Context: an optimization exercise on an open-source flow, tuned for small area, a short achievable clock period and few clock cycles. The choices shown serve that exercise and are no tape-out recipe.
Only simulation tests tie the RTL to the original design; equivalence was not proved.
No activity file was given, so power comes from the tool's default toggle rates.

## flow/design.v (module list and top-level ports; edited modules follow where they fit)
// module riscv_alu: 119 lines
// module riscv_csr_regfile: 408 lines
// module riscv_csr: 220 lines
// module riscv_decoder: 182 lines
// module riscv_decode: 96 lines
// module riscv_divider: 88 lines
// module riscv_exec: 280 lines
// module riscv_fetch: 148 lines
// module riscv_lsu: 316 lines
// module riscv_lsu_fifo: 53 lines
// module riscv_mmu: 394 lines
// module riscv_multiplier: 70 lines
// module riscv_mul_csa: 68 lines
// module riscv_pipe_ctrl: 293 lines
// module riscv_regfile: 214 lines
// module riscv_issue: 355 lines
// module riscv_core: 545 lines
module riscv_core
#(
     parameter SUPPORT_MULDIV   = 1
    ,parameter SUPPORT_SUPER    = 0
    ,parameter SUPPORT_MMU      = 0
    ,parameter SUPPORT_LOAD_BYPASS = 1
    ,parameter SUPPORT_MUL_BYPASS = 1
    ,parameter SUPPORT_REGFILE_XILINX = 0
    ,parameter EXTRA_DECODE_STAGE = 0
    ,parameter MEM_CACHE_ADDR_MIN = 32'h80000000
    ,parameter MEM_CACHE_ADDR_MAX = 32'h8fffffff
)
(
     input           clk_i
    ,input           rst_i
    ,input  [ 31:0]  mem_d_data_rd_i
    ,input           mem_d_accept_i
    ,input           mem_d_ack_i
    ,input           mem_d_error_i
    ,input  [ 10:0]  mem_d_resp_tag_i
    ,input           mem_i_accept_i
    ,input           mem_i_valid_i
    ,input           mem_i_error_i
    ,input  [ 31:0]  mem_i_inst_i
    ,input           intr_i
    ,input  [ 31:0]  reset_vector_i
    ,input  [ 31:0]  cpu_id_i
    ,output [ 31:0]  mem_d_addr_o
    ,output [ 31:0]  mem_d_data_wr_o
    ,output          mem_d_rd_o
    ,output [  3:0]  mem_d_wr_o
    ,output          mem_d_cacheable_o
    ,output [ 10:0]  mem_d_req_tag_o
    ,output          mem_d_invalidate_o
    ,output          mem_d_writeback_o
    ,output          mem_d_flush_o
    ,output          mem_i_rd_o
    ,output          mem_i_flush_o
    ,output          mem_i_invalidate_o
    ,output [ 31:0]  mem_i_pc_o
);
  // ...
==> flow/flow/run.sh <==
#!/bin/bash
# Layout flow: the standard flow, with the input/output port buffers
# made from sky130_fd_sc_hd__buf_4 (the standard flow's buffer_ports
# picks a delay cell, clkdlybuf4s50_1, which is slow on the port paths).
# The tools' output goes to standard.log in this folder.
set -euo pipefail
export BUFFER_PORTS_ARGS="-buffer_cell sky130_fd_sc_hd__buf_4"
bash standard.sh finish > standard.log 2>&1
==> flow/standard.sh <==
#!/bin/bash
# synth_recipe.tcl (not shown) runs the flow's synth.tcl, then flattens the netlist and writes it again
# the make line also repeats each setting of config.mk as NAME=value (left out here)
make -C /OpenROAD-flow-scripts/flow DESIGN_CONFIG=/design/flow/config.mk WORK_HOME=/design/flow/orfs CLKGATE_MAP_FILE= SYNTH_SCRIPT=/design/flow/synth_recipe.tcl "${@:-finish}"
==> flow/config.mk <==
export PLATFORM = sky130hd
export DESIGN_NAME = riscv_core
export DESIGN_NICKNAME = riscv_core
export VERILOG_FILES = /design/flow/design.v
export SDC_FILE = /design/flow/constraint.sdc
export NUM_CORES = 8
export LEC_CHECK = 0
export CAP_MARGIN = 30
export CORE_MARGIN = 2
export CORE_UTILIZATION = 55
export GPL_ROUTABILITY_DRIVEN = 1
export SETUP_SLACK_MARGIN = 5
export SLEW_MARGIN = 30
==> flow/constraint.sdc <==
create_clock -name core_clock -period 13.0 [get_ports {clk_i}]
set_input_delay 2.6000 -clock core_clock [delete_from_list [all_inputs] [get_ports {clk_i}]]
set_output_delay 2.6000 -clock core_clock [all_outputs]
set_load 0.01 [all_outputs]
==> flow_summary_export.csv, run 1 <==
group,metric,value,unit
outcome,status,"timing/DRC/antenna clean",
synthesis,ys_seq_area_share,43.41,%
synthesis,avgSynthCellArea,10.29,µm²
cells_and_area,clock_area_share,4.890,%
setup_path,endpoint,"mem_i_rd_o",
setup_path,timing.rr.end,"u_lsu.rb_q[26]",
cells_and_area,area_growth,10.90,%
grt,antenna_found_initial,99,
setup_path,r2r_cells,17,
cells_and_area,multi_input_area,0.08081,mm²
grt,gr-total-overflow,0,
power_and_ir_drop,p_int,13.93,mW
clock_network,numClockSinks,2350,
synthesis,post-synth-top-count-cell,"edfxtp_1",
grt,busiest_layer,"met2",
clock_network,cts_resized,47,
floorplanning,n_tap_cell,3705,
cells_and_area,fin_nets,15890,
hold_path,worstHoldStart,"u_issue.u_pipe_ctrl.csr_wdata_e2_q[14]",
cells_and_area,nonClkBufAreaFrac,3.842,%
timing,fin_crit,8.072,ns
power_and_ir_drop,power,19.91,mW
clock_network,cts_buffers,244,
cells_and_area,finalCoreUtilization,61.39,%
timing,holdWs,0.3805,ns
synthesis,synthesis.area,0.1532,mm²
job,maxCapViolCount,0,
grt,grt_pass1_wl,1061,mm
synthesis,synth_compound_area_share,20.31,%
cells_and_area,clockBufferCount,302,
setup_path,r2r-start,"u_fetch.skid_valid_q",
timing,hold_viol,0,
cells_and_area,buffers,796,
synthesis,synth.distinct_cells,108,
synthesis,synth-seq-cells,2350,
cells_and_area,layout.cells.non_filler,18760,
timing,worst_pin_slew,1.242,ns
Testbench counts, summed over its fixed seeds: cycles 592,794.
==> module riscv_divider, before the edit <==
module riscv_divider
(
     input           clk_i
    ,input           rst_i
    ,input           opcode_valid_i
    ,input  [ 31:0]  opcode_opcode_i
    ,input  [ 31:0]  opcode_pc_i
    ,input           opcode_invalid_i
    ,input  [  4:0]  opcode_rd_idx_i
    ,input  [  4:0]  opcode_ra_idx_i
    ,input  [  4:0]  opcode_rb_idx_i
    ,input  [ 31:0]  opcode_ra_operand_i
    ,input  [ 31:0]  opcode_rb_operand_i
    ,input  [ 31:0]  operand_a_e1_i         
    ,input  [ 31:0]  operand_b_e1_i
    ,output          writeback_valid_o
    ,output [ 31:0]  writeback_value_o
);
wire div_rem_inst_w     = ((opcode_opcode_i & 32'hfe00707f) == 32'h2004033)  ||
                          ((opcode_opcode_i & 32'hfe00707f) == 32'h2005033) ||
                          ((opcode_opcode_i & 32'hfe00707f) == 32'h2006033)  ||
                          ((opcode_opcode_i & 32'hfe00707f) == 32'h2007033);
wire signed_operation_w = ((opcode_opcode_i & 32'hfe00707f) == 32'h2004033) || ((opcode_opcode_i & 32'hfe00707f) == 32'h2006033);
wire div_operation_w    = ((opcode_opcode_i & 32'hfe00707f) == 32'h2004033) || ((opcode_opcode_i & 32'hfe00707f) == 32'h2005033);
wire div_start_w        = opcode_valid_i & div_rem_inst_w;
reg         busy_q;
reg         first_q;      
reg  [5:0]  cnt_q;        
reg         div_inst_q;
reg         signed_q;
reg         invert_res_q;
reg  [31:0] rem_q;        
reg  [31:0] nq_q;         
reg         valid_q;
reg  [31:0] wb_result_q;
wire div_complete_w = busy_q & (cnt_q == 6'd32);
wire [31:0] n_w   = ~first_q ? nq_q  : (signed_q && operand_a_e1_i[31]) ? (32'b0 - operand_a_e1_i) : operand_a_e1_i;
wire [31:0] d_w   = (signed_q && operand_b_e1_i[31]) ? (32'b0 - operand_b_e1_i) : operand_b_e1_i;
wire [31:0] r_w   = first_q ? 32'b0 : rem_q;
wire [32:0] shl_w = {r_w, n_w[31]};
wire [33:0] sub_w = {1'b0, shl_w} - {2'b0, d_w};
wire        ge_w  = ~sub_w[33];
always @ (posedge clk_i or posedge rst_i)
if (rst_i)
begin
    busy_q       <= 1'b0;
    first_q      <= 1'b0;
    cnt_q        <= 6'd0;
    div_inst_q   <= 1'b0;
    signed_q     <= 1'b0;
    invert_res_q <= 1'b0;
end
else if (div_start_w)
begin
    busy_q       <= 1'b1;
    first_q      <= 1'b1;
    cnt_q        <= 6'd0;
    div_inst_q   <= div_operation_w;
    signed_q     <= signed_operation_w;
end
else if (div_complete_w)
    busy_q       <= 1'b0;
else if (busy_q)
begin
    if (first_q)
        invert_res_q <= signed_q && (div_inst_q ? ((operand_a_e1_i[31] != operand_b_e1_i[31]) && |operand_b_e1_i)
                                                : operand_a_e1_i[31]);
    first_q      <= 1'b0;
    cnt_q        <= cnt_q + 6'd1;
end
always @ (posedge clk_i)
if (busy_q && !div_complete_w)
begin
    rem_q <= ge_w ? sub_w[31:0] : shl_w[31:0];
    nq_q  <= {n_w[30:0], ge_w};
end
wire [31:0] res_w = div_inst_q ? nq_q : rem_q;
always @ (posedge clk_i or posedge rst_i)
if (rst_i)
    valid_q <= 1'b0;
else
    valid_q <= div_complete_w;
always @ (posedge clk_i)
if (div_complete_w)
    wb_result_q <= invert_res_q ? (32'b0 - res_w) : res_w;
assign writeback_valid_o = valid_q;
assign writeback_value_o = wb_result_q;
endmodule
==> module riscv_exec, before the edit <==
module riscv_exec
(
     input           clk_i
    ,input           rst_i
    ,input           opcode_valid_i
    ,input  [ 31:0]  opcode_opcode_i
    ,input  [ 31:0]  opcode_pc_i
    ,input           opcode_invalid_i
    ,input  [  4:0]  opcode_rd_idx_i
    ,input  [  4:0]  opcode_ra_idx_i
    ,input  [  4:0]  opcode_rb_idx_i
    ,input  [ 31:0]  opcode_ra_operand_i
    ,input  [ 31:0]  opcode_rb_operand_i
    ,input           hold_i
    ,input           opcode_fault_i         
    ,output          branch_e1_fire_o       
    ,output          branch_e1_taken_o      
    ,output [ 31:0]  branch_e1_pc_o
    ,output [ 31:0]  writeback_value_o
    ,output [ 31:0]  operand_a_e1_o         
    ,output [ 31:0]  operand_b_e1_o
);
reg [31:0]  imm20_r;
reg [31:0]  imm12_r;
reg [31:0]  bimm_r;
reg [31:0]  jimm20_r;
reg [4:0]   shamt_r;
always @ *
begin
    imm20_r     = {opcode_opcode_i[31:12], 12'b0};
    imm12_r     = {{20{opcode_opcode_i[31]}}, opcode_opcode_i[31:20]};
    bimm_r      = {{19{opcode_opcode_i[31]}}, opcode_opcode_i[31], opcode_opcode_i[7], opcode_opcode_i[30:25], opcode_opcode_i[11:8], 1'b0};
    jimm20_r    = {{12{opcode_opcode_i[31]}}, opcode_opcode_i[19:12], opcode_opcode_i[20], opcode_opcode_i[30:25], opcode_opcode_i[24:21], 1'b0};
    shamt_r     = opcode_opcode_i[24:20];
end
wire inst_jal_w  = ((opcode_opcode_i & 32'h7f) == 32'h6f);
wire inst_jalr_w = ((opcode_opcode_i & 32'h707f) == 32'h67);
wire inst_muldiv_w = (opcode_opcode_i[6:0] == 7'b0110011) && (opcode_opcode_i[31:25] == 7'b0000001);
wire inst_bxx_w  = ((opcode_opcode_i & 32'h707f) == 32'h63) ||
                   ((opcode_opcode_i & 32'h707f) == 32'h1063) ||
                   ((opcode_opcode_i & 32'h707f) == 32'h4063) ||
                   ((opcode_opcode_i & 32'h707f) == 32'h5063) ||
                   ((opcode_opcode_i & 32'h707f) == 32'h6063) ||
                   ((opcode_opcode_i & 32'h707f) == 32'h7063);
reg [3:0]  alu_func_r;
reg [31:0] alu_input_a_r;
reg [31:0] alu_input_b_r;
always @ *
begin
    alu_func_r     = 4'b0000;
    alu_input_a_r  = 32'b0;
    alu_input_b_r  = 32'b0;
    if ((opcode_opcode_i & 32'hfe00707f) == 32'h33)  
    begin
        alu_func_r     = 4'b0100;
        alu_input_a_r  = opcode_ra_operand_i;
        alu_input_b_r  = opcode_rb_operand_i;
    end
    else if ((opcode_opcode_i & 32'hfe00707f) == 32'h7033)  
    begin
        alu_func_r     = 4'b0111;
        alu_input_a_r  = opcode_ra_operand_i;
        alu_input_b_r  = opcode_rb_operand_i;
    end
    else if ((opcode_opcode_i & 32'hfe00707f) == 32'h6033)  
    begin
        alu_func_r     = 4'b1000;
        alu_input_a_r  = opcode_ra_operand_i;
        alu_input_b_r  = opcode_rb_operand_i;
    end
    else if ((opcode_opcode_i & 32'hfe00707f) == 32'h1033)  
    begin
        alu_func_r     = 4'b0001;
        alu_input_a_r  = opcode_ra_operand_i;
        alu_input_b_r  = opcode_rb_operand_i;
    end
    else if ((opcode_opcode_i & 32'hfe00707f) == 32'h40005033)  
    begin
        alu_func_r     = 4'b0011;
        alu_input_a_r  = opcode_ra_operand_i;
        alu_input_b_r  = opcode_rb_operand_i;
    end
    else if ((opcode_opcode_i & 32'hfe00707f) == 32'h5033)  
    begin
        alu_func_r     = 4'b0010;
        alu_input_a_r  = opcode_ra_operand_i;
        alu_input_b_r  = opcode_rb_operand_i;
    end
    else if ((opcode_opcode_i & 32'hfe00707f) == 32'h40000033)  
    begin
        alu_func_r     = 4'b0110;
        alu_input_a_r  = opcode_ra_operand_i;
        alu_input_b_r  = opcode_rb_operand_i;
    end
    else if ((opcode_opcode_i & 32'hfe00707f) == 32'h4033)  
    begin
        alu_func_r     = 4'b1001;
        alu_input_a_r  = opcode_ra_operand_i;
        alu_input_b_r  = opcode_rb_operand_i;
    end
    else if ((opcode_opcode_i & 32'hfe00707f) == 32'h2033)  
    begin
        alu_func_r     = 4'b1011;
        alu_input_a_r  = opcode_ra_operand_i;
        alu_input_b_r  = opcode_rb_operand_i;
    end
    else if ((opcode_opcode_i & 32'hfe00707f) == 32'h3033)  
    begin
        alu_func_r     = 4'b1010;
        alu_input_a_r  = opcode_ra_operand_i;
        alu_input_b_r  = opcode_rb_operand_i;
    end
    else if ((opcode_opcode_i & 32'h707f) == 32'h13)  
    begin
        alu_func_r     = 4'b0100;
        alu_input_a_r  = opcode_ra_operand_i;
        alu_input_b_r  = imm12_r;
    end
    else if ((opcode_opcode_i & 32'h707f) == 32'h7013)  
    begin
        alu_func_r     = 4'b0111;
        alu_input_a_r  = opcode_ra_operand_i;
        alu_input_b_r  = imm12_r;
    end
    else if ((opcode_opcode_i & 32'h707f) == 32'h2013)  
    begin
        alu_func_r     = 4'b1011;
        alu_input_a_r  = opcode_ra_operand_i;
        alu_input_b_r  = imm12_r;
    end
    else if ((opcode_opcode_i & 32'h707f) == 32'h3013)  
    begin
        alu_func_r     = 4'b1010;
        alu_input_a_r  = opcode_ra_operand_i;
        alu_input_b_r  = imm12_r;
    end
    else if ((opcode_opcode_i & 32'h707f) == 32'h6013)  
    begin
        alu_func_r     = 4'b1000;
        alu_input_a_r  = opcode_ra_operand_i;
        alu_input_b_r  = imm12_r;
    end
    else if ((opcode_opcode_i & 32'h707f) == 32'h4013)  
    begin
        alu_func_r     = 4'b1001;
        alu_input_a_r  = opcode_ra_operand_i;
        alu_input_b_r  = imm12_r;
    end
    else if ((opcode_opcode_i & 32'hfc00707f) == 32'h1013)  
    begin
        alu_func_r     = 4'b0001;
        alu_input_a_r  = opcode_ra_operand_i;
        alu_input_b_r  = {27'b0, shamt_r};
    end
    else if ((opcode_opcode_i & 32'hfc00707f) == 32'h5013)  
    begin
        alu_func_r     = 4'b0010;
        alu_input_a_r  = opcode_ra_operand_i;
        alu_input_b_r  = {27'b0, shamt_r};
    end
    else if ((opcode_opcode_i & 32'hfc00707f) == 32'h40005013)  
    begin
        alu_func_r     = 4'b0011;
        alu_input_a_r  = opcode_ra_operand_i;
        alu_input_b_r  = {27'b0, shamt_r};
    end
    else if ((opcode_opcode_i & 32'h7f) == 32'h37)  
    begin
        alu_input_a_r  = imm20_r;
    end
    else if ((opcode_opcode_i & 32'h7f) == 32'h17)  
    begin
        alu_func_r     = 4'b0100;
        alu_input_a_r  = opcode_pc_i;
        alu_input_b_r  = imm20_r;
    end
    else if (inst_jal_w || inst_jalr_w)  
    begin
        alu_func_r     = 4'b0100;
        alu_input_a_r  = opcode_pc_i;
        alu_input_b_r  = 32'd4;
    end
    else if (inst_bxx_w || inst_muldiv_w)  
    begin                                  
        alu_input_a_r  = opcode_ra_operand_i;
        alu_input_b_r  = opcode_rb_operand_i;
    end
end
reg [3:0]  alu_func_q;
reg [31:0] alu_a_q;
reg [31:0] alu_b_q;
reg        br_jal_q;
reg        br_jalr_q;
reg        br_bxx_q;
reg [2:0]  br_f3_q;
reg [31:0] br_base_q;      
reg [11:0] br_imm_q;       
reg        fresh_q;
always @ (posedge clk_i)
if (~hold_i)
begin
    alu_func_q <= alu_func_r;
    alu_a_q    <= alu_input_a_r;
    alu_b_q    <= alu_input_b_r;
    br_f3_q    <= opcode_opcode_i[14:12];
    br_base_q  <= inst_jalr_w ? opcode_ra_operand_i : (opcode_pc_i + (inst_jal_w ? jimm20_r : bimm_r));
    br_imm_q   <= opcode_opcode_i[31:20];
end
always @ (posedge clk_i or posedge rst_i)
if (rst_i)
begin
    br_jal_q  <= 1'b0;
    br_jalr_q <= 1'b0;
    br_bxx_q  <= 1'b0;
    fresh_q   <= 1'b0;
end
else
begin
    if (~hold_i)
    begin
        br_jal_q  <= opcode_valid_i & ~opcode_fault_i & inst_jal_w;
        br_jalr_q <= opcode_valid_i & ~opcode_fault_i & inst_jalr_w;
        br_bxx_q  <= opcode_valid_i & ~opcode_fault_i & inst_bxx_w;
    end
    fresh_q <= opcode_valid_i;
end
wire [31:0]  alu_p_w;
riscv_alu
u_alu
(
    .alu_op_i(alu_func_q),
    .alu_a_i(alu_a_q),
    .alu_b_i(alu_b_q),
    .alu_p_o(alu_p_w)
);
assign writeback_value_o = alu_p_w;
assign operand_a_e1_o    = alu_a_q;
assign operand_b_e1_o    = alu_b_q;
function [1:0] cmp_lt_eq;    
    input [31:0] a;
    input [31:0] b;
    reg [31:0] lt0, eq0;
    reg [15:0] lt1, eq1;
    reg [7:0]  lt2, eq2;
    reg [3:0]  lt3, eq3;
    reg [1:0]  lt4, eq4;
    integer k;
begin
    lt0 = ~a & b;
    eq0 = ~(a ^ b);
    for (k = 0; k < 16; k = k + 1) begin lt1[k] = lt0[2*k+1] | (eq0[2*k+1] & lt0[2*k]); eq1[k] = eq0[2*k+1] & eq0[2*k]; end
    for (k = 0; k < 8;  k = k + 1) begin lt2[k] = lt1[2*k+1] | (eq1[2*k+1] & lt1[2*k]); eq2[k] = eq1[2*k+1] & eq1[2*k]; end
    for (k = 0; k < 4;  k = k + 1) begin lt3[k] = lt2[2*k+1] | (eq2[2*k+1] & lt2[2*k]); eq3[k] = eq2[2*k+1] & eq2[2*k]; end
    for (k = 0; k < 2;  k = k + 1) begin lt4[k] = lt3[2*k+1] | (eq3[2*k+1] & lt3[2*k]); eq4[k] = eq3[2*k+1] & eq3[2*k]; end
    cmp_lt_eq = {lt4[1] | (eq4[1] & lt4[0]), eq4[1] & eq4[0]};
end
endfunction
wire [1:0] cmp_u_w   = cmp_lt_eq(alu_a_q, alu_b_q);
wire [1:0] cmp_s_w   = cmp_lt_eq({~alu_a_q[31], alu_a_q[30:0]}, {~alu_b_q[31], alu_b_q[30:0]});
wire       cmp_eq_w  = cmp_u_w[0];
wire       cmp_ltu_w = cmp_u_w[1];
wire       cmp_lt_w  = cmp_s_w[1];
reg cond_r;
always @ *
begin
    case (br_f3_q)
    3'b000:  cond_r = cmp_eq_w;
    3'b001:  cond_r = ~cmp_eq_w;
    3'b100:  cond_r = cmp_lt_w;
    3'b101:  cond_r = ~cmp_lt_w;
    3'b110:  cond_r = cmp_ltu_w;
    default: cond_r = ~cmp_ltu_w;
    endcase
end
wire [31:0] jalr_target_w = br_base_q + {{20{br_imm_q[11]}}, br_imm_q};
wire        taken_w       = br_jal_q | br_jalr_q | (br_bxx_q & cond_r);
assign branch_e1_taken_o = taken_w;
assign branch_e1_fire_o  = fresh_q & taken_w;
assign branch_e1_pc_o    = br_jalr_q ? {jalr_target_w[31:1], 1'b0} : br_base_q;
endmodule
==> module riscv_fetch, before the edit <==
module riscv_fetch
#(
     parameter SUPPORT_MMU      = 1
)
(
     input           clk_i
    ,input           rst_i
    ,input           fetch_accept_i
    ,input           icache_accept_i
    ,input           icache_valid_i
    ,input           icache_error_i
    ,input  [ 31:0]  icache_inst_i
    ,input           icache_page_fault_i
    ,input           fetch_invalidate_i
    ,input           branch_request_i        
    ,input  [ 31:0]  branch_pc_i
    ,input  [  1:0]  branch_priv_i
    ,input           branch_e1_i             
    ,input  [ 31:0]  branch_e1_pc_i
    ,output          fetch_valid_o
    ,output [ 31:0]  fetch_instr_o
    ,output [ 31:0]  fetch_pc_o
    ,output          fetch_fault_fetch_o
    ,output          fetch_fault_page_o
    ,output          icache_rd_o
    ,output          icache_flush_o
    ,output          icache_invalidate_o
    ,output [ 31:0]  icache_pc_o
    ,output [  1:0]  icache_priv_o
    ,output          squash_decode_o
);
reg         active_q;
wire        icache_busy_w;
wire        stall_w       = !fetch_accept_i || icache_busy_w || !icache_accept_i;
reg         branch_q;
reg [31:0]  branch_pc_q;
reg [1:0]   branch_priv_q;
wire        branch_w      = branch_e1_i | branch_q;
wire [31:0] branch_pc_w   = branch_e1_i ? branch_e1_pc_i : branch_pc_q;
wire [1:0]  branch_priv_w = branch_priv_q;
always @ (posedge clk_i or posedge rst_i)
if (rst_i)
begin
    branch_q       <= 1'b0;
    branch_pc_q    <= 32'b0;
    branch_priv_q  <= 2'd3;
end
else if (branch_request_i)
begin
    branch_q       <= 1'b1;
    branch_pc_q    <= branch_pc_i;
    branch_priv_q  <= branch_priv_i;
end
else if (icache_rd_o && icache_accept_i)
begin
    branch_q       <= 1'b0;
    branch_pc_q    <= 32'b0;
end
else if (branch_e1_i)
begin
    branch_q       <= 1'b1;
    branch_pc_q    <= branch_e1_pc_i;
end
assign squash_decode_o    = branch_request_i;
always @ (posedge clk_i or posedge rst_i)
if (rst_i)
    active_q    <= 1'b0;
else if (branch_w && ~stall_w)
    active_q    <= 1'b1;
reg stall_q;
always @ (posedge clk_i or posedge rst_i)
if (rst_i)
    stall_q    <= 1'b0;
else
    stall_q    <= stall_w;
reg icache_fetch_q;
reg icache_invalidate_q;
always @ (posedge clk_i or posedge rst_i)
if (rst_i)
    icache_fetch_q <= 1'b0;
else if (icache_rd_o && icache_accept_i)
    icache_fetch_q <= 1'b1;
else if (icache_valid_i)
    icache_fetch_q <= 1'b0;
always @ (posedge clk_i or posedge rst_i)
if (rst_i)
    icache_invalidate_q <= 1'b0;
else if (icache_invalidate_o && !icache_accept_i)
    icache_invalidate_q <= 1'b1;
else
    icache_invalidate_q <= 1'b0;
reg [31:0]  pc_f_q;
reg [31:0]  pc_d_q;
wire [31:0] icache_pc_w;
wire [1:0]  icache_priv_w;
wire        fetch_resp_drop_w;
always @ (posedge clk_i or posedge rst_i)
if (rst_i)
    pc_f_q  <= 32'b0;
else if (branch_w && ~stall_w)
    pc_f_q  <= branch_pc_w;
else if (!stall_w)
    pc_f_q  <= {icache_pc_w[31:2],2'b0} + 32'd4;
reg [1:0] priv_f_q;
reg       branch_d_q;
always @ (posedge clk_i or posedge rst_i)
if (rst_i)
    priv_f_q  <= 2'd3;
else if (branch_w && ~stall_w)
    priv_f_q  <= branch_priv_w;
always @ (posedge clk_i or posedge rst_i)
if (rst_i)
    branch_d_q  <= 1'b0;
else if (branch_w && ~stall_w)
    branch_d_q  <= 1'b1;
else if (!stall_w)
    branch_d_q  <= 1'b0;
assign icache_pc_w       = pc_f_q;
assign icache_priv_w     = priv_f_q;
assign fetch_resp_drop_w = branch_w | branch_d_q;
always @ (posedge clk_i or posedge rst_i)
if (rst_i)
    pc_d_q <= 32'b0;
else if (icache_rd_o && icache_accept_i)
    pc_d_q <= icache_pc_w;
assign icache_rd_o         = active_q & fetch_accept_i & !icache_busy_w;
assign icache_pc_o         = {icache_pc_w[31:2],2'b0};
assign icache_priv_o       = icache_priv_w;
assign icache_flush_o      = fetch_invalidate_i | icache_invalidate_q;
assign icache_invalidate_o = 1'b0;
assign icache_busy_w       =  icache_fetch_q && !icache_valid_i;
reg [65:0]  skid_buffer_q;
reg         skid_valid_q;
always @ (posedge clk_i or posedge rst_i)
if (rst_i)
    skid_valid_q  <= 1'b0;
else if (fetch_valid_o && !fetch_accept_i)
    skid_valid_q  <= 1'b1;
else
    skid_valid_q  <= 1'b0;
always @ (posedge clk_i)
    skid_buffer_q <= {fetch_fault_page_o, fetch_fault_fetch_o, fetch_pc_o, fetch_instr_o};
assign fetch_valid_o       = (icache_valid_i || skid_valid_q) & !fetch_resp_drop_w;
assign fetch_pc_o          = skid_valid_q ? skid_buffer_q[63:32] : {pc_d_q[31:2],2'b0};
assign fetch_instr_o       = skid_valid_q ? skid_buffer_q[31:0]  : icache_inst_i;
assign fetch_fault_fetch_o = skid_valid_q ? skid_buffer_q[64] : icache_error_i;
assign fetch_fault_page_o  = skid_valid_q ? skid_buffer_q[65] : icache_page_fault_i;
endmodule
==> module riscv_lsu, before the edit <==
module riscv_lsu
#(
     parameter MEM_CACHE_ADDR_MIN = 32'h80000000
    ,parameter MEM_CACHE_ADDR_MAX = 32'h8fffffff
)
(
     input           clk_i
    ,input           rst_i
    ,input           opcode_valid_i
    ,input  [ 31:0]  opcode_opcode_i
    ,input  [ 31:0]  opcode_pc_i
    ,input           opcode_invalid_i
    ,input  [  4:0]  opcode_rd_idx_i
    ,input  [  4:0]  opcode_ra_idx_i
    ,input  [  4:0]  opcode_rb_idx_i
    ,input  [ 31:0]  opcode_ra_operand_i
    ,input  [ 31:0]  opcode_rb_operand_i
    ,input  [ 31:0]  mem_data_rd_i
    ,input           mem_accept_i
    ,input           mem_ack_i
    ,input           mem_error_i
    ,input  [ 10:0]  mem_resp_tag_i
    ,input           mem_load_fault_i
    ,input           mem_store_fault_i
    ,output [ 31:0]  mem_addr_o
    ,output [ 31:0]  mem_data_wr_o
    ,output          mem_rd_o
    ,output [  3:0]  mem_wr_o
    ,output          mem_cacheable_o
    ,output [ 10:0]  mem_req_tag_o
    ,output          mem_invalidate_o
    ,output          mem_writeback_o
    ,output          mem_flush_o
    ,output          writeback_valid_o
    ,output [ 31:0]  writeback_value_o
    ,output [  5:0]  writeback_exception_o
    ,output          stall_o
);
wire [ 31:0] mem_addr_q;
wire [ 31:0] mem_data_wr_q;
wire         mem_rd_q;
wire [  3:0] mem_wr_q;
wire         mem_cacheable_q;
wire         mem_invalidate_q;
wire         mem_writeback_q;
wire         mem_flush_q;
wire         mem_unaligned_e1_w;
reg          mem_unaligned_e2_q;
reg          mem_load_q;
reg          mem_xb_q;
reg          mem_xh_q;
reg          mem_ls_q;
reg pending_lsu_e2_q;
wire issue_lsu_e1_w    = (mem_rd_o || (|mem_wr_o) || mem_writeback_o || mem_invalidate_o || mem_flush_o) && mem_accept_i;
wire complete_ok_e2_w  = mem_ack_i & ~mem_error_i;
wire complete_err_e2_w = mem_ack_i & mem_error_i;
always @ (posedge clk_i or posedge rst_i)
if (rst_i)
    pending_lsu_e2_q <= 1'b0;
else if (issue_lsu_e1_w)
    pending_lsu_e2_q <= 1'b1;
else if (complete_ok_e2_w || complete_err_e2_w)
    pending_lsu_e2_q <= 1'b0;
wire delay_lsu_e2_w = pending_lsu_e2_q && !complete_ok_e2_w;
always @ (posedge clk_i or posedge rst_i)
if (rst_i)
    mem_unaligned_e2_q <= 1'b0;
else
    mem_unaligned_e2_q <= mem_unaligned_e1_w & ~delay_lsu_e2_w;
wire load_inst_w = (((opcode_opcode_i & 32'h707f) == 32'h3)  || 
                    ((opcode_opcode_i & 32'h707f) == 32'h1003)  || 
                    ((opcode_opcode_i & 32'h707f) == 32'h2003)  || 
                    ((opcode_opcode_i & 32'h707f) == 32'h4003) || 
                    ((opcode_opcode_i & 32'h707f) == 32'h5003) || 
                    ((opcode_opcode_i & 32'h707f) == 32'h6003));
wire load_signed_inst_w = (((opcode_opcode_i & 32'h707f) == 32'h3)  || 
                           ((opcode_opcode_i & 32'h707f) == 32'h1003)  || 
                           ((opcode_opcode_i & 32'h707f) == 32'h2003));
wire store_inst_w = (((opcode_opcode_i & 32'h707f) == 32'h23)  || 
                     ((opcode_opcode_i & 32'h707f) == 32'h1023)  || 
                     ((opcode_opcode_i & 32'h707f) == 32'h2023));
wire req_lb_w = ((opcode_opcode_i & 32'h707f) == 32'h3) || ((opcode_opcode_i & 32'h707f) == 32'h4003);
wire req_lh_w = ((opcode_opcode_i & 32'h707f) == 32'h1003) || ((opcode_opcode_i & 32'h707f) == 32'h5003);
wire req_lw_w = ((opcode_opcode_i & 32'h707f) == 32'h2003) || ((opcode_opcode_i & 32'h707f) == 32'h6003);
wire req_sb_w = ((opcode_opcode_i & 32'h707f) == 32'h23);
wire req_sh_w = ((opcode_opcode_i & 32'h707f) == 32'h1023);
wire req_sw_w = ((opcode_opcode_i & 32'h707f) == 32'h2023);
wire req_sw_lw_w = ((opcode_opcode_i & 32'h707f) == 32'h2023) || ((opcode_opcode_i & 32'h707f) == 32'h2003) || ((opcode_opcode_i & 32'h707f) == 32'h6003);
wire req_sh_lh_w = ((opcode_opcode_i & 32'h707f) == 32'h1023) || ((opcode_opcode_i & 32'h707f) == 32'h1003) || ((opcode_opcode_i & 32'h707f) == 32'h5003);
reg [31:0]  ra_q;
reg [11:0]  imm_q;
reg [31:0]  rb_q;
reg         valid_q;
reg         sw_lw_q;
reg         sh_lh_q;
reg         ld_q;
reg         st_w_q;
reg         st_h_q;
reg         st_b_q;
reg [2:0]   cop_q;       
wire        csrrw_w = ((opcode_opcode_i & 32'h707f) == 32'h1073);
wire dcache_flush_w      = csrrw_w && (opcode_opcode_i[31:20] == 12'h3a0);
wire dcache_writeback_w  = csrrw_w && (opcode_opcode_i[31:20] == 12'h3a1);
wire dcache_invalidate_w = csrrw_w && (opcode_opcode_i[31:20] == 12'h3a2);
wire [31:0] mem_addr_w = ra_q + {{20{imm_q[11]}}, imm_q};
assign mem_unaligned_e1_w = (sw_lw_q && (mem_addr_w[1:0] != 2'b0)) || (sh_lh_q && mem_addr_w[0]);
assign mem_rd_q = ld_q && !mem_unaligned_e1_w;
reg [31:0]  mem_data_r;
reg [3:0]   mem_wr_r;
always @ *
begin
    mem_data_r = 32'b0;
    mem_wr_r   = 4'b0;
    if (st_w_q && !mem_unaligned_e1_w)
    begin
        mem_data_r  = rb_q;
        mem_wr_r    = 4'hF;
    end
    else if (st_h_q && !mem_unaligned_e1_w)
    begin
        case (mem_addr_w[1:0])
        2'h2 :
        begin
            mem_data_r  = {rb_q[15:0],16'h0000};
            mem_wr_r    = 4'b1100;
        end
        default :
        begin
            mem_data_r  = {16'h0000,rb_q[15:0]};
            mem_wr_r    = 4'b0011;
        end
        endcase
    end
    else if (st_b_q)
    begin
        case (mem_addr_w[1:0])
        2'h3 :
        begin
            mem_data_r  = {rb_q[7:0],24'h000000};
            mem_wr_r    = 4'b1000;
        end
        2'h2 :
        begin
            mem_data_r  = {{8'h00,rb_q[7:0]},16'h0000};
            mem_wr_r    = 4'b0100;
        end
        2'h1 :
        begin
            mem_data_r  = {{16'h0000,rb_q[7:0]},8'h00};
            mem_wr_r    = 4'b0010;
        end
        default :
        begin
            mem_data_r  = {24'h000000,rb_q[7:0]};
            mem_wr_r    = 4'b0001;
        end
        endcase
    end
end
assign mem_addr_q       = mem_addr_w;
assign mem_data_wr_q    = mem_data_r;
assign mem_wr_q         = mem_wr_r;
assign mem_flush_q      = cop_q[0];
assign mem_writeback_q  = cop_q[1];
assign mem_invalidate_q = cop_q[2];
/*verilator lint_off UNSIGNED*/
/*verilator lint_off CMPCONST*/
assign mem_cacheable_q  = (mem_addr_w >= MEM_CACHE_ADDR_MIN && mem_addr_w <= MEM_CACHE_ADDR_MAX) || (|cop_q);
/*verilator lint_on CMPCONST*/
/*verilator lint_on UNSIGNED*/
wire lsu_clear_w = complete_err_e2_w || mem_unaligned_e2_q;
wire lsu_hold_w  = ((mem_rd_q || (|mem_wr_q) || mem_unaligned_e1_w) && delay_lsu_e2_w) ||
                   ((mem_writeback_o || mem_invalidate_o || mem_flush_o || mem_rd_o || mem_wr_o != 4'b0) && !mem_accept_i);
always @ (posedge clk_i or posedge rst_i)
if (rst_i)
begin
    valid_q            <= 1'b0;
    sw_lw_q            <= 1'b0;
    sh_lh_q            <= 1'b0;
    ld_q               <= 1'b0;
    st_w_q             <= 1'b0;
    st_h_q             <= 1'b0;
    st_b_q             <= 1'b0;
    cop_q              <= 3'b0;
    mem_load_q         <= 1'b0;
    mem_xb_q           <= 1'b0;
    mem_xh_q           <= 1'b0;
    mem_ls_q           <= 1'b0;
end
else if (lsu_clear_w)
begin
    valid_q            <= 1'b0;
    sw_lw_q            <= 1'b0;
    sh_lh_q            <= 1'b0;
    ld_q               <= 1'b0;
    st_w_q             <= 1'b0;
    st_h_q             <= 1'b0;
    st_b_q             <= 1'b0;
    cop_q              <= 3'b0;
    mem_load_q         <= 1'b0;
    mem_xb_q           <= 1'b0;
    mem_xh_q           <= 1'b0;
    mem_ls_q           <= 1'b0;
end
else if (!lsu_hold_w)
begin
    valid_q            <= opcode_valid_i;
    sw_lw_q            <= opcode_valid_i && req_sw_lw_w;
    sh_lh_q            <= opcode_valid_i && req_sh_lh_w && !req_sw_lw_w;
    ld_q               <= opcode_valid_i && load_inst_w;
    st_w_q             <= opcode_valid_i && ((opcode_opcode_i & 32'h707f) == 32'h2023);
    st_h_q             <= opcode_valid_i && ((opcode_opcode_i & 32'h707f) == 32'h1023);
    st_b_q             <= opcode_valid_i && ((opcode_opcode_i & 32'h707f) == 32'h23);
    cop_q              <= {opcode_valid_i & dcache_invalidate_w, opcode_valid_i & dcache_writeback_w, opcode_valid_i & dcache_flush_w};
    mem_load_q         <= opcode_valid_i && load_inst_w;
    mem_xb_q           <= req_lb_w | req_sb_w;
    mem_xh_q           <= req_lh_w | req_sh_w;
    mem_ls_q           <= load_signed_inst_w;
end
always @ (posedge clk_i)
if (!lsu_clear_w && !lsu_hold_w)
begin
    ra_q  <= opcode_ra_operand_i;
    rb_q  <= opcode_rb_operand_i;
    imm_q <= (opcode_valid_i && csrrw_w)     ? 12'b0 :
             (opcode_valid_i && load_inst_w) ? opcode_opcode_i[31:20] :
                                               {opcode_opcode_i[31:25], opcode_opcode_i[11:7]};
end
assign mem_addr_o       = {mem_addr_q[31:2], 2'b0};
assign mem_data_wr_o    = mem_data_wr_q;
assign mem_rd_o         = mem_rd_q & ~delay_lsu_e2_w;
assign mem_wr_o         = mem_wr_q & ~{4{delay_lsu_e2_w}};
assign mem_cacheable_o  = mem_cacheable_q;
assign mem_req_tag_o    = 11'b0;
assign mem_invalidate_o = mem_invalidate_q;
assign mem_writeback_o  = mem_writeback_q;
assign mem_flush_o      = mem_flush_q;
assign stall_o          = ((mem_writeback_o || mem_invalidate_o || mem_flush_o || mem_rd_o || mem_wr_o != 4'b0) && !mem_accept_i) || delay_lsu_e2_w || mem_unaligned_e1_w;
wire        resp_load_w;
wire [31:0] resp_addr_w;
wire        resp_byte_w;
wire        resp_half_w;
wire        resp_signed_w;
riscv_lsu_fifo
#(
     .WIDTH(36)
    ,.DEPTH(2)
    ,.ADDR_W(1)
)
u_lsu_request
(
     .clk_i(clk_i)
    ,.rst_i(rst_i)
    ,.push_i(((mem_rd_o || (|mem_wr_o) || mem_writeback_o || mem_invalidate_o || mem_flush_o) && mem_accept_i) || (mem_unaligned_e1_w && ~delay_lsu_e2_w))
    ,.data_in_i({mem_addr_q, mem_ls_q, mem_xh_q, mem_xb_q, mem_load_q})
    ,.accept_o()
    ,.valid_o()
    ,.data_out_o({resp_addr_w, resp_signed_w, resp_half_w, resp_byte_w, resp_load_w})
    ,.pop_i(mem_ack_i || mem_unaligned_e2_q)
);
reg [1:0]  addr_lsb_r;
reg        load_byte_r;
reg        load_half_r;
reg        load_signed_r;
reg [31:0] wb_result_r;
always @ *
begin
    wb_result_r   = 32'b0;
    addr_lsb_r    = resp_addr_w[1:0];
    load_byte_r   = resp_byte_w;
    load_half_r   = resp_half_w;
    load_signed_r = resp_signed_w;
    if ((mem_ack_i && mem_error_i) || mem_unaligned_e2_q)
        wb_result_r = resp_addr_w;
    else if (mem_ack_i && resp_load_w)
    begin
        if (load_byte_r)
        begin
            case (addr_lsb_r[1:0])
            2'h3: wb_result_r = {24'b0, mem_data_rd_i[31:24]};
            2'h2: wb_result_r = {24'b0, mem_data_rd_i[23:16]};
            2'h1: wb_result_r = {24'b0, mem_data_rd_i[15:8]};
            2'h0: wb_result_r = {24'b0, mem_data_rd_i[7:0]};
            endcase
            if (load_signed_r && wb_result_r[7])
                wb_result_r = {24'hFFFFFF, wb_result_r[7:0]};
        end
        else if (load_half_r)
        begin
            if (addr_lsb_r[1])
                wb_result_r = {16'b0, mem_data_rd_i[31:16]};
            else
                wb_result_r = {16'b0, mem_data_rd_i[15:0]};
            if (load_signed_r && wb_result_r[15])
                wb_result_r = {16'hFFFF, wb_result_r[15:0]};
        end
        else
            wb_result_r = mem_data_rd_i;
    end
end
assign writeback_valid_o    = mem_ack_i | mem_unaligned_e2_q;
assign writeback_value_o    = wb_result_r;
wire fault_load_align_w     = mem_unaligned_e2_q & resp_load_w;
wire fault_store_align_w    = mem_unaligned_e2_q & ~resp_load_w;
wire fault_load_bus_w       = mem_error_i &&  resp_load_w;
wire fault_store_bus_w      = mem_error_i && ~resp_load_w;
wire fault_load_page_w      = mem_error_i && mem_load_fault_i;
wire fault_store_page_w     = mem_error_i && mem_store_fault_i;
assign writeback_exception_o         = fault_load_align_w  ? 6'h14:
                                       fault_store_align_w ? 6'h16:
                                       fault_load_page_w   ? 6'h1d:
                                       fault_store_page_w  ? 6'h1f:
                                       fault_load_bus_w    ? 6'h15:
                                       fault_store_bus_w   ? 6'h17:
                                       6'b0;
endmodule 
==> inputs of run 2 (changes only) <==
--- a/flow/design.v
+++ b/flow/design.v
@@ -1059,12 +1059,16 @@
 reg         valid_q;
 reg  [31:0] wb_result_q;
 wire div_complete_w = busy_q & (cnt_q == 6'd32);
-wire [31:0] n_w   = ~first_q ? nq_q  : (signed_q && operand_a_e1_i[31]) ? (32'b0 - operand_a_e1_i) : operand_a_e1_i;
-wire [31:0] d_w   = (signed_q && operand_b_e1_i[31]) ? (32'b0 - operand_b_e1_i) : operand_b_e1_i;
-wire [31:0] r_w   = first_q ? 32'b0 : rem_q;
-wire [32:0] shl_w = {r_w, n_w[31]};
-wire [33:0] sub_w = {1'b0, shl_w} - {2'b0, d_w};
-wire        ge_w  = ~sub_w[33];
+wire        a_neg_w = first_q & signed_q & operand_a_e1_i[31];
+wire [31:0] a_abs_w = a_neg_w ? (32'b0 - operand_a_e1_i) : operand_a_e1_i;
+wire        a_top_w = a_neg_w ? (operand_a_e1_i[30:0] == 31'b0) : operand_a_e1_i[31];
+wire [31:0] n_w     = first_q ? a_abs_w : nq_q;
+wire        n_top_w = first_q ? a_top_w : nq_q[31];
+wire [31:0] r_w     = first_q ? 32'b0 : rem_q;
+wire        d_neg_w = signed_q & operand_b_e1_i[31];
+wire [32:0] shl_w   = {r_w, n_top_w};
+wire [33:0] sub_w   = {1'b0, shl_w} + (d_neg_w ? {{2{1'b1}}, operand_b_e1_i} : {2'b11, ~operand_b_e1_i}) + {33'b0, ~d_neg_w};
+wire        ge_w    = ~sub_w[33];
 always @ (posedge clk_i or posedge rst_i)
 if (rst_i)
 begin
@@ -1097,7 +1101,7 @@
 if (busy_q && !div_complete_w)
 begin
     rem_q <= ge_w ? sub_w[31:0] : shl_w[31:0];
-    nq_q  <= {n_w[30:0], ge_w};
+    nq_q  <= {n_w[30:0], ge_w};    
 end
 wire [31:0] res_w = div_inst_q ? nq_q : rem_q;
 always @ (posedge clk_i or posedge rst_i)
@@ -1306,6 +1310,9 @@
 reg        br_jalr_q;
 reg        br_bxx_q;
 reg [2:0]  br_f3_q;
+reg [31:0] cmp_a_q;        
+reg [31:0] cmp_b_q;
+reg [5:0]  br_kind_q;      
 reg [31:0] br_base_q;      
 reg [11:0] br_imm_q;       
 reg        fresh_q;
@@ -1316,6 +1323,8 @@
     alu_a_q    <= alu_input_a_r;
     alu_b_q    <= alu_input_b_r;
     br_f3_q    <= opcode_opcode_i[14:12];
+    cmp_a_q    <= opcode_ra_operand_i;
+    cmp_b_q    <= opcode_rb_operand_i;
     br_base_q  <= inst_jalr_w ? opcode_ra_operand_i : (opcode_pc_i + (inst_jal_w ? jimm20_r : bimm_r));
     br_imm_q   <= opcode_opcode_i[31:20];
 end
@@ -1325,6 +1334,7 @@
     br_jal_q  <= 1'b0;
     br_jalr_q <= 1'b0;
     br_bxx_q  <= 1'b0;
+    br_kind_q <= 6'b0;
     fresh_q   <= 1'b0;
 end
 else
@@ -1334,6 +1344,10 @@
         br_jal_q  <= opcode_valid_i & ~opcode_fault_i & inst_jal_w;
         br_jalr_q <= opcode_valid_i & ~opcode_fault_i & inst_jalr_w;
         br_bxx_q  <= opcode_valid_i & ~opcode_fault_i & inst_bxx_w;
+        br_kind_q <= {6{opcode_valid_i & ~opcode_fault_i & inst_bxx_w}} &
+                     {opcode_opcode_i[14:12] == 3'b111, opcode_opcode_i[14:12] == 3'b110,
+                      opcode_opcode_i[14:12] == 3'b101, opcode_opcode_i[14:12] == 3'b100,
+                      opcode_opcode_i[14:12] == 3'b001, opcode_opcode_i[14:12] == 3'b000};
     end
     fresh_q <= opcode_valid_i;
 end
@@ -1368,25 +1382,16 @@
     cmp_lt_eq = {lt4[1] | (eq4[1] & lt4[0]), eq4[1] & eq4[0]};
 end
 endfunction
-wire [1:0] cmp_u_w   = cmp_lt_eq(alu_a_q, alu_b_q);
-wire [1:0] cmp_s_w   = cmp_lt_eq({~alu_a_q[31], alu_a_q[30:0]}, {~alu_b_q[31], alu_b_q[30:0]});
+wire [1:0] cmp_u_w   = cmp_lt_eq(cmp_a_q, cmp_b_q);
+wire [1:0] cmp_s_w   = cmp_lt_eq({~cmp_a_q[31], cmp_a_q[30:0]}, {~cmp_b_q[31], cmp_b_q[30:0]});
 wire       cmp_eq_w  = cmp_u_w[0];
 wire       cmp_ltu_w = cmp_u_w[1];
 wire       cmp_lt_w  = cmp_s_w[1];
-reg cond_r;
-always @ *
-begin
-    case (br_f3_q)
-    3'b000:  cond_r = cmp_eq_w;
-    3'b001:  cond_r = ~cmp_eq_w;
-    3'b100:  cond_r = cmp_lt_w;
-    3'b101:  cond_r = ~cmp_lt_w;
-    3'b110:  cond_r = cmp_ltu_w;
-    default: cond_r = ~cmp_ltu_w;
-    endcase
-end
+wire cond_w = (br_kind_q[0] &  cmp_eq_w)  | (br_kind_q[1] & ~cmp_eq_w) |
+              (br_kind_q[2] &  cmp_lt_w)  | (br_kind_q[3] & ~cmp_lt_w) |
+              (br_kind_q[4] &  cmp_ltu_w) | (br_kind_q[5] & ~cmp_ltu_w);
 wire [31:0] jalr_target_w = br_base_q + {{20{br_imm_q[11]}}, br_imm_q};
-wire        taken_w       = br_jal_q | br_jalr_q | (br_bxx_q & cond_r);
+wire        taken_w       = br_jal_q | br_jalr_q | cond_w;
 assign branch_e1_taken_o = taken_w;
 assign branch_e1_fire_o  = fresh_q & taken_w;
 assign branch_e1_pc_o    = br_jalr_q ? {jalr_target_w[31:1], 1'b0} : br_base_q;
@@ -1411,6 +1416,11 @@
     ,input           branch_e1_i             
     ,input  [ 31:0]  branch_e1_pc_i
     ,output          fetch_valid_o
+    ,output          fetch_valid_nb_o        
+    ,output          skid_valid_o            
+    ,output [ 31:0]  skid_instr_o
+    ,output          skid_fault_o
+    ,input           fetch_accept_nb_i       
     ,output [ 31:0]  fetch_instr_o
     ,output [ 31:0]  fetch_pc_o
     ,output          fetch_fault_fetch_o
@@ -1516,7 +1526,7 @@
     pc_d_q <= 32'b0;
 else if (icache_rd_o && icache_accept_i)
     pc_d_q <= icache_pc_w;
-assign icache_rd_o         = active_q & fetch_accept_i & !icache_busy_w;
+assign icache_rd_o         = active_q & (branch_e1_i | fetch_accept_nb_i) & !icache_busy_w;
 assign icache_pc_o         = {icache_pc_w[31:2],2'b0};
 assign icache_priv_o       = icache_priv_w;
 assign icache_flush_o      = fetch_invalidate_i | icache_invalidate_q;
@@ -1534,6 +1544,10 @@
 always @ (posedge clk_i)
     skid_buffer_q <= {fetch_fault_page_o, fetch_fault_fetch_o, fetch_pc_o, fetch_instr_o};
 assign fetch_valid_o       = (icache_valid_i || skid_valid_q) & !fetch_resp_drop_w;
+assign fetch_valid_nb_o    = (icache_valid_i || skid_valid_q) & !(branch_q | branch_d_q);
+assign skid_valid_o        = skid_valid_q;
+assign skid_instr_o        = skid_buffer_q[31:0];
+assign skid_fault_o        = skid_buffer_q[64] | skid_buffer_q[65];
 assign fetch_pc_o          = skid_valid_q ? skid_buffer_q[63:32] : {pc_d_q[31:2],2'b0};
 assign fetch_instr_o       = skid_valid_q ? skid_buffer_q[31:0]  : icache_inst_i;
 assign fetch_fault_fetch_o = skid_valid_q ? skid_buffer_q[64] : icache_error_i;
@@ -1643,7 +1657,13 @@
 wire dcache_flush_w      = csrrw_w && (opcode_opcode_i[31:20] == 12'h3a0);
 wire dcache_writeback_w  = csrrw_w && (opcode_opcode_i[31:20] == 12'h3a1);
 wire dcache_invalidate_w = csrrw_w && (opcode_opcode_i[31:20] == 12'h3a2);
-wire [31:0] mem_addr_w = ra_q + {{20{imm_q[11]}}, imm_q};
+wire [12:0] addr_lo_w  = {1'b0, ra_q[11:0]} + {1'b0, imm_q};
+wire [19:0] addr_hp1_w = ra_q[31:12] + 20'd1;
+wire [19:0] addr_hm1_w = ra_q[31:12] - 20'd1;
+wire [1:0]  addr_hsel_w = {imm_q[11], addr_lo_w[12]};    
+wire [19:0] addr_hi_w  = (addr_hsel_w == 2'b01) ? addr_hp1_w :
+                         (addr_hsel_w == 2'b10) ? addr_hm1_w : ra_q[31:12];
+wire [31:0] mem_addr_w = {addr_hi_w, addr_lo_w[11:0]};
 assign mem_unaligned_e1_w = (sw_lw_q && (mem_addr_w[1:0] != 2'b0)) || (sh_lh_q && mem_addr_w[0]);
 assign mem_rd_q = ld_q && !mem_unaligned_e1_w;
 reg [31:0]  mem_data_r;
@@ -1704,11 +1724,10 @@
 assign mem_flush_q      = cop_q[0];
 assign mem_writeback_q  = cop_q[1];
 assign mem_invalidate_q = cop_q[2];
-/*verilator lint_off UNSIGNED*/
-/*verilator lint_off CMPCONST*/
-assign mem_cacheable_q  = (mem_addr_w >= MEM_CACHE_ADDR_MIN && mem_addr_w <= MEM_CACHE_ADDR_MAX) || (|cop_q);
-/*verilator lint_on CMPCONST*/
-/*verilator lint_on UNSIGNED*/
+wire        in_range_w = (addr_hsel_w == 2'b01) ? (addr_hp1_w[19:16] == MEM_CACHE_ADDR_MIN[31:28]) :
+                         (addr_hsel_w == 2'b10) ? (addr_hm1_w[19:16] == MEM_CACHE_ADDR_MIN[31:28]) :
+                                                  (ra_q[31:28]       == MEM_CACHE_ADDR_MIN[31:28]);
+assign mem_cacheable_q  = in_range_w || (|cop_q);
 wire lsu_clear_w = complete_err_e2_w || mem_unaligned_e2_q;
 wire lsu_hold_w  = ((mem_rd_q || (|mem_wr_q) || mem_unaligned_e1_w) && delay_lsu_e2_w) ||
                    ((mem_writeback_o || mem_invalidate_o || mem_flush_o || mem_rd_o || mem_wr_o != 4'b0) && !mem_accept_i);
@@ -2972,6 +2991,11 @@
     ,input           fetch_instr_rd_valid_i
     ,input           fetch_instr_invalid_i
     ,input  [ 31:0]  fetch_instr_raw_i
+    ,input           fetch_skid_valid_i      
+    ,input  [ 31:0]  fetch_skid_instr_i
+    ,input           fetch_skid_fault_i
+    ,input  [ 31:0]  fetch_port_instr_i
+    ,input           fetch_port_fault_i
     ,input           branch_e1_taken_i
     ,input  [ 31:0]  branch_e1_pc_i
     ,input           branch_csr_request_i
@@ -2991,6 +3015,8 @@
     ,input           lsu_stall_i
     ,input           take_interrupt_i
     ,output          fetch_accept_o
+    ,input           fetch_valid_nb_i        
+    ,output          fetch_accept_nb_o       
     ,output          branch_request_o
     ,output [ 31:0]  branch_pc_o
     ,output [  1:0]  branch_priv_o
@@ -3190,28 +3216,45 @@
     csr_pending_q <= 1'b0;
 assign squash_w = pipe_squash_e1_e2_w;
 wire       issue_fault_any_w = fetch_fault_fetch_i | fetch_fault_page_i;
-wire [6:0] raw_opc_w = fetch_instr_raw_i[6:0];
-wire [2:0] raw_f3_w  = fetch_instr_raw_i[14:12];
-wire [6:0] raw_f7_w  = fetch_instr_raw_i[31:25];
-wire       raw_elb_w = (raw_opc_w == 7'b0110111) ||                                        
-                       (raw_opc_w == 7'b0010111) ||                                        
-                       (raw_opc_w == 7'b1101111) ||                                        
-                       ((raw_opc_w == 7'b1100111) && (raw_f3_w == 3'b000)) ||              
-                       ((raw_opc_w == 7'b1100011) && (raw_f3_w[2:1] != 2'b01)) ||          
-                       ((raw_opc_w == 7'b0000011) && (raw_f3_w[1:0] != 2'b11)) ||          
-                       ((raw_opc_w == 7'b0100011) && !raw_f3_w[2] && (raw_f3_w[1:0] != 2'b11)) ||  
-                       ((raw_opc_w == 7'b0010011) && ((raw_f3_w[1:0] != 2'b01) ||
-                                                      (raw_f7_w[6:1] == 6'b000000) ||
-                                                      ((raw_f3_w == 3'b101) && (raw_f7_w[6:1] == 6'b010000)))) ||  
-                       ((raw_opc_w == 7'b0110011) && ((raw_f7_w == 7'b0000000) ||
-                                                      ((raw_f7_w == 7'b0100000) && ((raw_f3_w == 3'b000) || (raw_f3_w == 3'b101)))));  
-wire       issue_mdc_w = issue_fault_any_w | ~raw_elb_w;
-wire [4:0] hz_ra_w = fetch_instr_raw_i[19:15] & {5{~issue_fault_any_w}};
-wire [4:0] hz_rb_w = fetch_instr_raw_i[24:20] & {5{~issue_fault_any_w}};
-wire [4:0] hz_rd_w = fetch_instr_raw_i[11:7]  & {5{~issue_fault_any_w}};
-wire       hz_sb_w = (pipe_load_e1_w | pipe_mul_e1_w) &
-                     ((hz_ra_w == pipe_rd_e1_w) | (hz_rb_w == pipe_rd_e1_w) | (hz_rd_w == pipe_rd_e1_w));
-wire       hz_cls_w = (pipe_load_e1_w | pipe_store_e1_w) & issue_mdc_w;
+function hazard;
+    input [31:0] raw;
+    input        fault;
+    input        sb_e1;         
+    input        ls_e1;         
+    input [4:0]  rd_e1;
+    reg [6:0] opc;
+    reg [2:0] f3;
+    reg [6:0] f7;
+    reg       elb;
+    reg [4:0] ra, rb, rd;
+begin
+    opc = raw[6:0]; f3 = raw[14:12]; f7 = raw[31:25];
+    elb = (opc == 7'b0110111) ||                                        
+          (opc == 7'b0010111) ||                                        
+          (opc == 7'b1101111) ||                                        
+          ((opc == 7'b1100111) && (f3 == 3'b000)) ||                    
+          ((opc == 7'b1100011) && (f3[2:1] != 2'b01)) ||                
+          ((opc == 7'b0000011) && (f3[1:0] != 2'b11)) ||                
+          ((opc == 7'b0100011) && !f3[2] && (f3[1:0] != 2'b11)) ||      
+          ((opc == 7'b0010011) && ((f3[1:0] != 2'b01) ||
+                                   (f7[6:1] == 6'b000000) ||
+                                   ((f3 == 3'b101) && (f7[6:1] == 6'b010000)))) ||  
+          ((opc == 7'b0110011) && ((f7 == 7'b0000000) ||
+                                   ((f7 == 7'b0100000) && ((f3 == 3'b000) || (f3 == 3'b101)))));  
+    ra = raw[19:15] & {5{~fault}};
+    rb = raw[24:20] & {5{~fault}};
+    rd = raw[11:7]  & {5{~fault}};
+    hazard = (sb_e1 & ((ra == rd_e1) | (rb == rd_e1) | (rd == rd_e1))) |
+             (ls_e1 & (fault | ~elb));
+end
+endfunction
+wire hz_skid_w = hazard(fetch_skid_instr_i, fetch_skid_fault_i, pipe_load_e1_w | pipe_mul_e1_w,
+                        pipe_load_e1_w | pipe_store_e1_w, pipe_rd_e1_w);
+wire hz_port_w = hazard(fetch_port_instr_i, fetch_port_fault_i, pipe_load_e1_w | pipe_mul_e1_w,
+                        pipe_load_e1_w | pipe_store_e1_w, pipe_rd_e1_w);
+wire hz_any_w  = fetch_skid_valid_i ? hz_skid_w : hz_port_w;
+wire hz_sb_w   = hz_any_w;
+wire hz_cls_w  = 1'b0;
 wire       issue_blocked_w = lsu_stall_i | stall_w | div_pending_q | csr_pending_q;
 always @ *
 begin
@@ -3224,6 +3267,8 @@
 assign div_opcode_valid_o   = enable_muldiv_w & opcode_issue_r;
 assign interrupt_inhibit_o  = csr_pending_q || issue_csr_w;
 assign fetch_accept_o       = opcode_valid_w ? (opcode_accept_r & ~take_interrupt_i) : 1'b1;
+wire opcode_valid_nb_w      = fetch_valid_nb_i & ~squash_w & ~branch_csr_request_i;
+assign fetch_accept_nb_o    = ~opcode_valid_nb_w | (~issue_blocked_w & ~hz_sb_w & ~hz_cls_w & ~take_interrupt_i);
 assign stall_w              = pipe_stall_raw_w;
 wire [31:0] issue_ra_value_w;
 wire [31:0] issue_rb_value_w;
@@ -3478,6 +3523,11 @@
 wire  [ 31:0]  exec_operand_a_e1_w;
 wire  [ 31:0]  fetch_instr_raw_w;
 wire           opcode_fault_w;
+wire           fetch_valid_nb_w;
+wire           fetch_skid_valid_w;
+wire  [ 31:0]  fetch_skid_instr_w;
+wire           fetch_skid_fault_w;
+wire           fetch_accept_nb_w;
 wire  [ 31:0]  exec_operand_b_e1_w;
 riscv_exec
 u_exec
@@ -3744,6 +3794,11 @@
     ,.fetch_instr_rd_valid_i(fetch_instr_rd_valid_w)
     ,.fetch_instr_invalid_i(fetch_instr_invalid_w)
     ,.fetch_instr_raw_i(fetch_instr_raw_w)
+    ,.fetch_skid_valid_i(fetch_skid_valid_w)
+    ,.fetch_skid_instr_i(fetch_skid_instr_w)
+    ,.fetch_skid_fault_i(fetch_skid_fault_w)
+    ,.fetch_port_instr_i(mem_i_inst_i)
+    ,.fetch_port_fault_i(mem_i_error_i)
     ,.branch_e1_taken_i(branch_e1_taken_w)
     ,.branch_e1_pc_i(branch_e1_pc_w)
     ,.branch_csr_request_i(branch_csr_request_w)
@@ -3763,6 +3818,8 @@
     ,.lsu_stall_i(lsu_stall_w)
     ,.take_interrupt_i(take_interrupt_w)
     ,.fetch_accept_o(fetch_accept_w)
+    ,.fetch_valid_nb_i(fetch_valid_nb_w)
+    ,.fetch_accept_nb_o(fetch_accept_nb_w)
     ,.branch_request_o(branch_request_w)
     ,.branch_pc_o(branch_pc_w)
     ,.branch_priv_o(branch_priv_w)
@@ -3835,6 +3892,11 @@
     ,.branch_e1_i(branch_e1_fire_w)
     ,.branch_e1_pc_i(branch_e1_pc_w)
     ,.fetch_valid_o(fetch_dec_valid_w)
+    ,.fetch_valid_nb_o(fetch_valid_nb_w)
+    ,.skid_valid_o(fetch_skid_valid_w)
+    ,.skid_instr_o(fetch_skid_instr_w)
+    ,.skid_fault_o(fetch_skid_fault_w)
+    ,.fetch_accept_nb_i(fetch_accept_nb_w)
     ,.fetch_instr_o(fetch_dec_instr_w)
     ,.fetch_pc_o(fetch_dec_pc_w)
     ,.fetch_fault_fetch_o(fetch_dec_fault_fetch_w)
==> flow/flow/run.sh (replaced) <==
#!/bin/bash
set -euo pipefail
export BUFFER_PORTS_ARGS="-buffer_cell sky130_fd_sc_hd__buf_4"
bash standard.sh SETUP_SLACK_MARGIN=6 finish > standard.log 2>&1
==> flow_summary_export.csv, run 2 <==
group,metric,value,unit
setup_path,critPathBufInv,5,
timing,slew_viol_final,0,
setup_path,r2r-start,"u_fetch.skid_valid_q",
detailed_routing,vias_per_cell,7.645,
clock_network,holdBufCountCts,0,
timing,holdWs,0.3922,ns
clock_network,cts_buffers,272,
floorplanning,ios,267,
setup_path,crit_top_cell,"buf_4",
power_and_ir_drop,p_per_area,120.8,mW/mm²
detailed_routing,routedWlPerCell,40.63,µm
grt,grt_pass1_wl,1055,mm
grt,first_global_vias,133600,
detailed_routing,drc,0,
timing,fin_crit,7.500,ns
floorplanning,fp.dieArea,0.2868,mm²
cells_and_area,area_growth,11.35,%
synthesis,synth_compound_area_share,19.99,%
setup_path,critPathLaunchType,"input port",
synthesis,synth_top_family_by_area,"compound AO/OA/AOI/OAI gates",
synthesis,yosysWarnings,15,
setup_path,slowest_stage,"a21oi_1",
power_and_ir_drop,power,20.90,mW
clock_network,h-tree-depth,5,
synthesis,synth.area.mux_share,4.247,%
synthesis,ys_seq_area_share,44.06,%
grt,gr-usage-all-layers,52.58,%
cells_and_area,drive_gt1_share,12.88,%
setup_path,arrival,8.26,ns
cells_and_area,final_cell_area,0.1730,mm²
detailed_routing,ant_nets,0,
grt,met2_usage,70.17,%
grt,grt_max_degree,156,
timing,setup_violations,0,
floorplanning,rows,195,
synthesis,avgSynthCellArea,10.24,µm²
cells_and_area,fin_nets,16230,
floorplanning,start_util,55.18,%
synthesis,synth_fa_ha_area_share,10.02,%
synthesis,post-synth-top-count-cell,"edfxtp_1",
setup_path,r2r_slack,5.78,ns
synthesis,synthArstFlopShare,23.10,%
place,io_buffer_count,237,
timing,rsz0062_at_grt,"true",
cells_and_area,top_regs,"u_lsu.u_lsu_request.ram_q x72, u_fetch.skid_buffer_q x66, u_mul.sum_q x64",
cells_and_area,top_register,"u_lsu.u_lsu_request.ram_q",
synthesis,ys_top_cells_by_count,"edfxtp_1, nand2_1, nor2_1",
clock_network,insertion_delay,0.96,ns
setup_path,critPathTopFamily,"compound AO/OA/AOI/OAI gates",
detailed_routing,drt_iter0_markers,30410,
synthesis,ys_top_cells_by_area,"edfxtp_1, dfrtp_1, fa_1, a22oi_1, ha_1",
synthesis,synth_simple_gate_area_share,11.51,%
grt,busiest_layer,"met2",
floorplanning,coreArea,0.2816,mm²
setup_path,crit_start,"mem_i_inst_i[20]",
grt,antenna_found_initial,86,
timing,post-route-period-util,57.69,%
cells_and_area,regArea,0.06847,mm²
timing,relSlewSlack,15.65,%
cells_and_area,nFillCells,22930,
synthesis,synth.distinct_cells,127,
hold_path,worstHoldStart,"u_csr.csr_wdata_e1_q[6]",
grt,gr-total-overflow,0,
floorplanning,die_w,535.5,µm
synthesis,synth-xor-area-share,5.141,%
detailed_routing,vias,146500,
detailed_routing,firstDrtPassIters,14,
place,place_area,0.1626,mm²
hold_path,min_path_type,"reg -> reg",
timing,worst_pin_slew,1.265,ns
outcome,status,"timing/DRC/antenna clean",
synthesis,synth-seq-cells,2416,
setup_path,cp_slowest_stage_delay,0.86,ns
detailed_routing,wirelength,778.4,mm
synthesis,netlist_instances,15170,
setup_path,cp_max_fo,24,
setup_path,crit_required,13.76,ns
synthesis,synth_top_area_share,33.40,%
synthesis,synth_ff_type,"edfxtp_1",
timing,tns,0,ns
setup_path,cp-end-kind,"flop",
timing,hold_viol,0,
synthesis,synthesis.area,0.1554,mm²
place,place_congestion,1.102,
cells_and_area,multi_input_area,0.08105,mm²
clock_network,clock_path_buffers,4,
job,maxCapViolCount,0,
clock_network,cts.clk_slew.worst_paths,0.07,ns
clock_network,cts_tree,"yes",
grt,grt_use_met1,64.48,%
timing,fin_skew,0.06701,ns
clock_network,numClockSinks,2416,
cells_and_area,final_cell_mix,"edfxtp_1, nand2_1, nor2_1",
cells_and_area,largest_reg_flops,72,
cells_and_area,final_common_cell,"edfxtp_1",
setup_path,path_class,"in -> reg",
synthesis,synth_edf_count,1728,
place,hpwl,528.3,mm
timing,max_freq,133.3,MHz
power_and_ir_drop,max-vdd-ir-drop,0.0001358,V
power_and_ir_drop,power.leakage,66.31,nW
setup_path,worstPathCellList,"buf_12 -> buf_4 -> mux2i_4 -> buf_4 -> nand2_2 -> nor3_4 -> buf_4 -> a22oi_1 -> nand3_1 -> nor2_1 -> a21oi_1 -> a21oi_1 -> a21oi_1 -> nor2_1 -> a211oi_1 -> buf_4",
floorplanning,die_h,535.5,µm
grt,grt_use_met3,25.83,%
synthesis,synth_largest_area_cell,"edfxtp_1",
clock_network,cts_root_buffer,"clkbuf_16",
run 2: cell count changes in the layout (fill, tap and decap cells not counted), moves of 26 or more:
cell       previous run  this run
buf_4               741       781
a31oi_1              96       128
nor2_4               14        61
edfxtp_1           1667      1728
xor2_1              259       290
nand2_1            1031      1218
nor2_1             1073      1023
o21ai_0             752       714
o22a_1                7        36
inv_1               722       772
a21oi_1             788       856
clkbuf_16           253       279
and2_4               30         2
run 2: routing by layer:
metal  wire [µm]  share of wire (%)
met1      259800                 33
met2      300000                 39
met3      136900                 18
met4       80600                 10
met5        1158               0.15
run 2: timing repair:
action / CTS / global route
pin swaps: 27 / 28
setup endpoints to repair: 47 / 38
gates resized for setup: 65 / 72
setup buffers: 29 / 22
run 2: logic make-up after synthesis:
| kind of cell | count (synthesis) |
|---|---|
| compound gates | 4491 |
| simple gates | 3858 |
| flops | 2416 |
| buf+inv | 1977 |
| fa+ha+maj | 963 |
| xor+xnor | 912 |
| mux | 551 |
| other cells | 1 |
run 2: layout make-up:
cell class,count,share of cell area [%]
Clock inverter,131,0.7912
Antenna cell,86,0.1244
Tap cell,3743,2.707
Sequential cell,2416,39.58
Timing Repair Buffer,837,3.894
Inverter,799,1.752
Multi-Input combinational cell,10790,46.85
Clock buffer,356,4.309
run 2: final timing paths:
kind,to,cells after the start
setup reg to reg,u_lsu.rb_q[21],15
min in group asynchronous,u_csr.u_csrfile.csr_mcycle_q[17],3
hold / removal,u_issue.u_pipe_ctrl.csr_wdata_e2_q[6],0
max in group asynchronous,u_lsu.u_lsu_request.ram_q[0][0],5
setup / recovery,u_lsu.rb_q[21],16
hold reg to reg,u_issue.u_pipe_ctrl.csr_wdata_e2_q[6],0
run 2: through the flow:
stage / utilization, % / instances / worst slack (ns)
3_3_place_gp: 57.61 / 18510 / 4.882
4_1_cts: 61.06 / 19040 / 5.883
2_1_floorplan: - / 15190 / 2.805
3_5_place_dp: 57.74 / 18520 / 4.976
5_1_grt: 61.38 / 19090 / 5.714
6_report: 61.45 / 19160 / 5.500
run 2: power by group:
part	internal (mW)	leakage (nW)	total [mW]	switching (mW)
combinational	1.30	35.8	4.07	2.77
clock	4.37	4.29	7.81	3.44
sequential	8.65	26.2	9.01	0.358
total	14.3	66.3	20.9	6.57
Testbench counts of run 2, summed over its fixed seeds: cycles 592,794.

[what the ideal ports hide]
How much do the figures lean on ideal ports? The routed layouts below were timed once more, with nothing changed but the port constraints.
Step 1, drivers: a clkbuf_16 drives clk_i and a buf_2 each remaining input, both assumed.
Step 2 also shifts input and output timing later by t, the mid clock arrival at the registers, as if the neighbouring blocks saw the same clock.
a / b / c = ideal ports / drivers / drivers and shift; a / b = the first two.
run	shift t [ns]	setup WS [ns]	slew at the worst register clock pin (ns)
run 1	1.065	4.928 / 4.812 / 4.035	0.08 / 0.08
run 2	1.030	5.500 / 5.565 / 4.534	0.08 / 0.08
After both steps setup and hold are still met in every run listed. The setup slack of run 2, which loses most, moves by +0.065 ns with the drivers and by -0.966 ns with both steps.
